Context: an optimization exercise on an open-source flow, tuned for small area, a short achievable clock period and few clock cycles per item. The choices shown serve that exercise and are no tape-out recipe.
In this exercise RTL edits were held to simulation tests only and were not proved equivalent to the original.
Power figures rest on the tool's default switching activity, not on a simulated workload.

==> run a <==
==> flow/design.v (excerpt) <==
module barnsley #(
    parameter FP_WIDTH = 25,
    parameter FP_INT = 5
    ) (
    input  wire clk,
    input  wire reset,
    output wire [19:0] iter_max,
    input  wire iter_change,
    output reg  done,
    output wire complete,
    output reg  signed [FP_WIDTH-1:0] xn,
    output reg  signed [FP_WIDTH-1:0] yn
    );
Settings: LEC_CHECK=0, CAP_MARGIN=50, CORE_MARGIN=2, CORE_UTILIZATION=40, SLEW_MARGIN=75, SYNTH_HIERARCHICAL=1; clock period 15.0 ns.
run.sh (not shown) runs the stock make flow with config.mk's settings and CLKGATE_MAP_FILE= SYNTH_SCRIPT=/design/flow/synth_recipe.tcl, a recipe that flattens the netlist after the stock synthesis.
==> run b (differences from run a) <==
--- a/flow/config.mk
+++ b/flow/config.mk
@@ -6,7 +6,7 @@
 export NUM_CORES = 4
 export LEC_CHECK = 0
-export CAP_MARGIN = 50
+export CAP_MARGIN = 85
 export CORE_MARGIN = 2
 export CORE_UTILIZATION = 40
-export SLEW_MARGIN = 75
+export SLEW_MARGIN = 90
 export SYNTH_HIERARCHICAL = 1
==> run summary <==
- Run a finished with timing, DRC and antenna clean. Run b finished but failed the layout checks on negative setup slack.
- Design area: run a is lower than run b (39%).
- In die area, run a and run b do not differ.
- Against run b, the hold slack of run a is higher by 34 ps.
- Against run b, the clock-buffer cell count of run a is lower by 2.
- Of run a and run b, run b has the higher first-iteration DRC count (gap 67%, measured against run b).
- Flip-flop and latch count is the same in run a and run b.
- Combinational power: run a is lower than run b (about 40%).
- Cell count: run a is lower than run b (22%).
==> figures <==
Result of the run: run a timing/DRC/antenna clean; run b failed layout checks
Reasons for failing layout checks: run a -; run b negative setup slack
Clock Pin Slew Worst Setup and Hold Paths: run a 70 ps; run b 120 ps
Top cell by count, worst path: run a fa_1; run b clkdlybuf4s50_1
Amount of wire on met2 after detailed routing: run a 62630 um; run b 106100 um
Clock network power consumption: run a 0.432 mW; run b 0.469 mW
Switching power total: run a 0.2769 mW; run b 0.3386 mW
WP data arrival: run a 7830 ps; run b 15560 ps
Fmax: run a 133.8 MHz; run b 66.41 MHz
Fraction of area in multi-input gates: run a 79.39%; run b 66.47%
Fraction of standard cell area that is sequential: run a 7.360%; run b 4.819%
Vias per Instance: run a 6.089; run b 7.543
Number of standard cells in the final layout excluding fillers: run a 5012; run b 6425
CP Max Fanout: run a 47; run b 10
Met3 GRT Util: run a 4.248%; run b 17.48%
Clock-cell share: run a 1.333%; run b 0.8284%
Via count: run a 30520; run b 48463
Sequential group power: run a 0.331 mW; run b 0.335 mW
Routed met3 length: run a 10080 um; run b 51370 um
Testbench counts of run a, summed over its fixed seeds: cycles 80,000, points 80,000.
Testbench counts of run b, summed over its fixed seeds: cycles 80,000, points 80,000.

---

==> 03-13 <==
Another version of the RTL of barnsley (not shown whole).
Settings: LEC_CHECK=0, CAP_MARGIN=50, CORE_MARGIN=2, CORE_UTILIZATION=40, SLEW_MARGIN=75, SYNTH_HIERARCHICAL=1; clock period 15.0 ns.
standard.sh (not shown) runs the stock make flow with config.mk's settings and CLKGATE_MAP_FILE= SYNTH_SCRIPT=/design/flow/synth_recipe.tcl, a recipe that flattens the netlist after the stock synthesis.
==> flow/flow/run.sh <==
#!/bin/bash
set -e
cp standard.sh standard.sh.txt
export SETUP_SLACK_MARGIN=10
bash standard.sh > standard.log 2>&1
==> 08-16: changes against 03-13 <==
==> flow/run.sh (new file) <==
#!/bin/bash
# synth_recipe.tcl (not shown) runs the flow's synth.tcl, then flattens the netlist and writes it again
# the make line also repeats each setting of config.mk as NAME=value (left out here)
make -C /OpenROAD-flow-scripts/flow DESIGN_CONFIG=/design/flow/config.mk WORK_HOME=/design/flow/orfs CLKGATE_MAP_FILE= SYNTH_SCRIPT=/design/flow/synth_recipe.tcl finish
--- a/flow/config.mk
+++ b/flow/config.mk
@@ -5,8 +5,8 @@
 export SDC_FILE = /design/flow/constraint.sdc
 export NUM_CORES = 4
 export LEC_CHECK = 0
-export CAP_MARGIN = 50
+export CAP_MARGIN = 35
 export CORE_MARGIN = 2
 export CORE_UTILIZATION = 40
-export SLEW_MARGIN = 75
+export SLEW_MARGIN = 60
 export SYNTH_HIERARCHICAL = 1
removed: flow/flow/run.sh
removed: flow/standard.sh
==> notes <==
Against 08-16, the sequential share of layout area of 03-13 is lower by 0.83 points. Global-route usage: 03-13 is higher than 08-16 (1.9 points). 08-16 produced a clean layout. 03-13 produced a clean layout. Die area is the same in 08-16 and 03-13. In 08-16 the non-clock buffer count is lower than in 03-13, by 240. Of 03-13 and 08-16, 03-13 has the higher utilization (gap 6.0 points). Between 08-16 and 03-13, the lower cell count is in 08-16 (gap 4.7%, measured against 03-13). Against 03-13, the clock power of 08-16 is larger by 8.9%.
Testbench counts of 03-13, summed over its fixed seeds: cycles 80,000, points 80,000.
Testbench counts of 08-16, summed over its fixed seeds: cycles 80,000, points 80,000.

---

==> v10: inputs <==
Another version of the RTL of barnsley (not shown whole).
export LEC_CHECK = 0
export CAP_MARGIN = 20
export CORE_MARGIN = 2
export CORE_UTILIZATION = 40
export SLEW_MARGIN = 20
export SYNTH_HIERARCHICAL = 1
create_clock -name core_clock -period 15.0 [get_ports {clk}]
==> flow/flow/run.sh <==
#!/bin/bash
set -e
cp standard.sh standard.sh.txt
export SETUP_SLACK_MARGIN=9
bash standard.sh > standard.log 2>&1
==> v39: changes against v10 <==
Settings changed: CORE_UTILIZATION 40 to 30.
==> v27: changes against v10 <==
Settings changed: CAP_MARGIN 20 to 50, SLEW_MARGIN 20 to 75.
==> v31: changes against v10 <==
Settings changed: PLACE_DENSITY set to 0.7.
==> run summary <==
Met2 Usage GRT: 44.3%
Setup Buffers After CTS: 45
Detail Placement HPWL: 96.8 mm
Critical Path, Cell by Cell: buf_12 > nand2_1 > nand4_1 > fa_1 > fa_1 > fa_2 > fa_1 > fa_1 > fa_1 > ha_4 > a21o_1 > a31o_4 > a21oi_4 > o21ai_4 > buf_4 > a21oi_2 > inv_1 > a21o_1 > a21oi_2 > xnor2_1
Part of the power in the clock network: 49.8%
Worst Reg2Reg Path Length in Cells: 20
Int Power: 0.634 mW
Outcome: finished clean
Worst slack, placed: 7.68 ns
Finished Cell Area: 0.0390 mm2
Min-Delay Endpoint: n[0]
Largest net degree at the start of global routing: 70
Fin crit share: 41.0%
Peak supply drop: 51.0 uV
Fillcell total: 8230
[end of results for v10]
==> run summary <==
Min-Delay Endpoint: n[0]
Worst slack, placed: 8.18 ns
Critical Path, Cell by Cell: buf_12 > buf_16 > bufbuf_16 > nand2b_4 > o211ai_1 > buf_2 > buf_1 > fa_2 > fa_2 > fa_2 > fa_2 > fa_2 > fa_2 > ha_1 > ha_4 > and4_4 > a21oi_4 > o21ai_4 > nand4_1 > a311oi_2 > a21oi_2 > xnor2_1
Fin crit share: 41.2%
Met2 Usage GRT: 44.6%
Largest net degree at the start of global routing: 44
Finished Cell Area: 0.0400 mm2
Detail Placement HPWL: 98.1 mm
Outcome: finished clean
[end of results for v27]
==> run summary <==
Outcome: finished clean
Post-Layout Cell Count: 4636
Detail Placement HPWL: 94.6 mm
Int Power: 0.640 mW
Critical Path, Cell by Cell: buf_12 > buf_12 > buf_16 > buf_6 > nand2_4 > nand4_1 > fa_2 > fa_1 > fa_2 > fa_2 > fa_2 > fa_1 > fa_1 > ha_4 > and4_4 > a21oi_4 > o21ai_4 > nand4_1 > a311oi_2 > a21oi_2 > xnor2_1
Setup Buffers After CTS: 61
Reg clk slew, reported paths: 0.06 ns
Met2 Usage GRT: 44.3%
Finished Cell Area: 0.0403 mm2
Worst Reg2Reg Path Length in Cells: 21
Fin crit share: 41.0%
Peak supply drop: 90.3 uV
Min-Delay Endpoint: random_inst.mnext[2]
Worst slack, placed: 7.93 ns
Part of the power in the clock network: 50.3%
Largest net degree at the start of global routing: 53
[end of results for v31]
==> run summary <==
Met2 Usage GRT: 35.1%
Fin crit share: 40.6%
Worst Reg2Reg Path Length in Cells: 20
Outcome: finished clean
Finished Cell Area: 0.0406 mm2
Yosys top cell area share: 48.2%
Detail Placement HPWL: 98.9 mm
Min-Delay Endpoint: random_inst.mnext[2]
Largest net degree at the start of global routing: 43
Worst slack, placed: 7.95 ns
Setup Buffers After CTS: 60
Critical Path, Cell by Cell: buf_12 > bufbuf_16 > nand2_2 > nand3_2 > fa_2 > fa_1 > fa_1 > fa_2 > fa_1 > fa_1 > fa_1 > ha_4 > a21o_1 > a31o_4 > a21oi_4 > o21ai_4 > nand4_1 > a311oi_2 > a21oi_2 > xnor2_1
Fin util: 35.5%
Fillcell total: 11407
[end of results for v39]
Testbench counts of v10, summed over its fixed seeds: cycles 80,000, points 80,000.
Testbench counts of v39, summed over its fixed seeds: cycles 80,000, points 80,000.
Testbench counts of v27, summed over its fixed seeds: cycles 80,000, points 80,000.
Testbench counts of v31, summed over its fixed seeds: cycles 80,000, points 80,000.

afterwards: timing with drivers on the ports:
In the flow no input, the clock included, has a driving cell. The finished layouts below were timed again as built, in two steps.
Step 1 (the two cells are an assumption about what drives the block):
set clk [get_ports {clk}]
set_driving_cell -lib_cell sky130_fd_sc_hd__clkbuf_16 $clk
set_driving_cell -lib_cell sky130_fd_sc_hd__buf_2 [delete_from_list [all_inputs] $clk]
Step 2 adds t to the input delays and takes it off the output delays; t is the mean of the earliest and latest rising clock arrival at the registers after step 1. Input paths then give back, and output paths get back, about the clock's delay inside the block.
Three values: no drivers, after step 1, after step 2; two values: the first two.
run | t (ns) | slack for setup (ns) | clock arrival spread, ns | slew at the worst register clock pin (ns) | pins driven straight from the clock port
run a | 0.548 | 7.525 / 7.525 / 7.525 | 0.025 / 0.025 | 0.08 / 0.08 | 1
run b | 0.603 | -0.058 / -0.058 / -0.058 | 0.048 / 0.048 | 0.12 / 0.12 | 1
03-13 | 0.581 | 8.672 / 8.672 / 8.672 | 0.045 / 0.046 | 0.10 / 0.10 | 1
08-16 | 0.559 | 7.465 / 7.465 / 7.465 | 0.024 / 0.024 | 0.09 / 0.09 | 1
v10 | 0.536 | 8.854 / 8.854 / 8.666 | 0.015 / 0.015 | 0.07 / 0.07 | 1
v39 | 0.529 | 8.915 / 8.915 / 8.840 | 0.014 / 0.014 | 0.07 / 0.07 | 1
v27 | 0.538 | 8.827 / 8.827 / 8.692 | 0.013 / 0.013 | 0.06 / 0.06 | 1
v31 | 0.542 | 8.848 / 8.848 / 8.728 | 0.013 / 0.013 | 0.07 / 0.07 | 1
The setup slack of v10, which loses most, moves by 0.000 ns with the drivers and by -0.188 ns with both steps.
